What follows belongs to an exercise in optimizing a design on an open flow for small area, a short achievable clock period and few clock cycles; a production flow would make more cautious choices.
The RTL was checked by simulation tests, not by an equivalence proof against the original design.
Power and IR drop assume default switching activity.

==> flow/design.v (excerpt) <==
module mul_unit
    (
        input logic clk,
        input logic rst,
        input logic [1:0] issue_fn3,
        input logic [31:0] rs1,
        input logic [31:0] rs2,
        input logic issue_new_request,
        input logic [3:0] issue_id,
        output logic issue_ready,
        input logic wb_ack,
        output logic wb_done,
        output logic [3:0] wb_id,
        output logic [31:0] wb_rd
    );
Size in the first run: roughly 2,800 cells after synthesis, about 110 I/O pins, roughly 27,000 µm² of cells after synthesis.
Settings: LEC_CHECK=0, CAP_MARGIN=20, CORE_MARGIN=2, CORE_UTILIZATION=40, SETUP_SLACK_MARGIN=4.25, SLEW_MARGIN=20; clock period 10.0 ns.
standard.sh (not shown) runs the stock make flow with config.mk's settings and CLKGATE_MAP_FILE= SYNTH_SCRIPT=/design/flow/synth_recipe.tcl, a recipe that flattens the netlist after the stock synthesis.
==> flow/flow/run.sh <==
#!/bin/bash
# The standard ORFS layout (standard.sh) with two changes:
#  - SYNTH_ARGS=-noabc: Yosys's synth skips its quick "abc -fast" pass, so
#    the full adders written in the RTL reach extract_fa as written; the
#    registers are the same as the standard synthesis's;
#  - the port buffers that buffer_ports inserts are plain buffers
#    (buf_4) instead of the default delay cells.
cp standard.sh standard_sh_copy.log
export BUFFER_PORTS_ARGS="-buffer_cell sky130_fd_sc_hd__buf_4"
bash standard.sh SYNTH_ARGS=-noabc finish > standard.log 2>&1
status=$?
tail -50 standard.log
exit $status
The starting point completed with no timing, DRC or antenna violations.
Testbench counts at the start, summed over its fixed seeds: cycles 16,008.
Next try:
--- a/flow/flow/run.sh
+++ b/flow/flow/run.sh
@@ -6,5 +6,5 @@
 #  - the port buffers that buffer_ports inserts are plain buffers
-#    (buf_4) instead of the default delay cells.
+#    (buf_2) instead of the default delay cells.
 cp standard.sh standard_sh_copy.log
-export BUFFER_PORTS_ARGS="-buffer_cell sky130_fd_sc_hd__buf_4"
+export BUFFER_PORTS_ARGS="-buffer_cell sky130_fd_sc_hd__buf_2"
 bash standard.sh SYNTH_ARGS=-noabc finish > standard.log 2>&1
Settings changed: CTS_BUF_LIST set to sky130_fd_sc_hd__clkbuf_8, PLACE_DENSITY set to 0.8, SETUP_SLACK_MARGIN 4.25 to 3.85.
Outcome: The new run went through all stages and came out clean. Routed wire length came out lower by roughly a tenth. Total power falls by a little under a tenth. Sequential share of layout area increases by 0.63 points. Synthesized cell count stays the same. First-iteration DRC count is higher by about a fifth. Via count rose slightly. Worst hold slack hardly moves. Maximum frequency fell by a few percent. Register-to-register slack is worse by 120 ps. Synthesized area does not change.

========
mul_unit, a different RTL version from the one above (not shown whole).
Size in the first run: roughly 3000 cells after synthesis, ~110 I/O pins.
clock: 10.0 ns
lec_check: 0
cap_margin: 20
core_margin: 2
core_utilization: 40
setup_slack_margin: 4.5
slew_margin: 20
==> flow/flow/run.sh <==
#!/bin/bash
# Standard ORFS layout (the standard.sh), with the port buffers that
# buffer_ports inserts made plain buffers instead of the default delay cells.
cp standard.sh standard_sh_copy.log
export BUFFER_PORTS_ARGS="-buffer_cell sky130_fd_sc_hd__buf_4"
bash standard.sh > standard.log 2>&1
status=$?
tail -50 standard.log
exit $status
Testbench counts at the start, summed over its fixed seeds: cycles 16,008.
Next try:
==> flow/flow/run.sh (replaced) <==
#!/bin/bash
# The standard ORFS layout (standard.sh) with two changes:
#  - SYNTH_ARGS=-noabc: Yosys's synth skips its quick "abc -fast" pass, so
#    the full adders written in the RTL reach extract_fa as written; the
#    registers are the same as the standard synthesis's;
#  - the port buffers that buffer_ports inserts are plain buffers
#    (buf_4) instead of the default delay cells.
cp standard.sh standard_sh_copy.log
export BUFFER_PORTS_ARGS="-buffer_cell sky130_fd_sc_hd__buf_4"
bash standard.sh SYNTH_ARGS=-noabc finish > standard.log 2>&1
status=$?
tail -50 standard.log
exit $status
--- a/flow/config.mk
+++ b/flow/config.mk
@@ -10,3 +10,3 @@
 export CORE_UTILIZATION = 40
-export SETUP_SLACK_MARGIN = 4.5
+export SETUP_SLACK_MARGIN = 3.5
 export SLEW_MARGIN = 20
After rerunning: The new run completed without violations. Synthesized area falls by 4.5%. Critical path depth rises by 1. Global-route usage falls by 4.2 points.
Next try:
==> flow/flow/run.sh (replaced) <==
#!/bin/bash
# Standard ORFS layout (the standard.sh), with the port buffers that
# buffer_ports inserts made plain buffers instead of the default delay cells.
cp standard.sh standard_sh_copy.log
export BUFFER_PORTS_ARGS="-buffer_cell sky130_fd_sc_hd__buf_4"
bash standard.sh > standard.log 2>&1
status=$?
tail -50 standard.log
exit $status
--- a/flow/config.mk
+++ b/flow/config.mk
@@ -10,3 +10,3 @@
 export CORE_UTILIZATION = 40
-export SETUP_SLACK_MARGIN = 3.5
+export SETUP_SLACK_MARGIN = 4
 export SLEW_MARGIN = 20
The changed run passed the timing, DRC and antenna checks; clock skew fell by 0.0037 ns; routed wire length rises by 10%; synthesized cell count increases by 12%; clock power is lower by 12%.

==> afterwards: timing with drivers on the ports <==
Ports are ideal in the flow. The routed layouts listed here were re-timed in OpenROAD. Step 1, drivers: a clkbuf_16 drives clk and a buf_2 each remaining input, both assumed. Step 2 times the ports against the registers' clock, not the clock port: input delays grow and output delays shrink by t, the midpoint of the rising clock arrivals with the driver on. Slacks: ideal / step 1 / step 2; pairs: ideal / step 1.
run | t (ns) | setup WS [ns] | worst slew at a driven data input, ns | cell pins on the clock port's net
the first run of note 1 | 0.561 | 4.068 / 4.002 / 3.617 | 0.19 | 1
the second run of note 1 | 0.595 | 3.842 / 3.784 / 3.417 | 0.13 | 1
the first run of note 2 | 0.488 | 4.108 / 4.118 / 3.630 | 0.18 | 1
the second run of note 2 | 0.513 | 3.550 / 3.578 / 3.065 | 0.09 | 1
the third run of note 2 | 0.485 | 4.026 / 3.930 / 3.445 | 0.21 | 1
After both steps setup and hold are still met in every run listed. The setup slack of the third run of note 2, which loses most, moves by -0.096 ns with the drivers and by -0.581 ns with both steps.
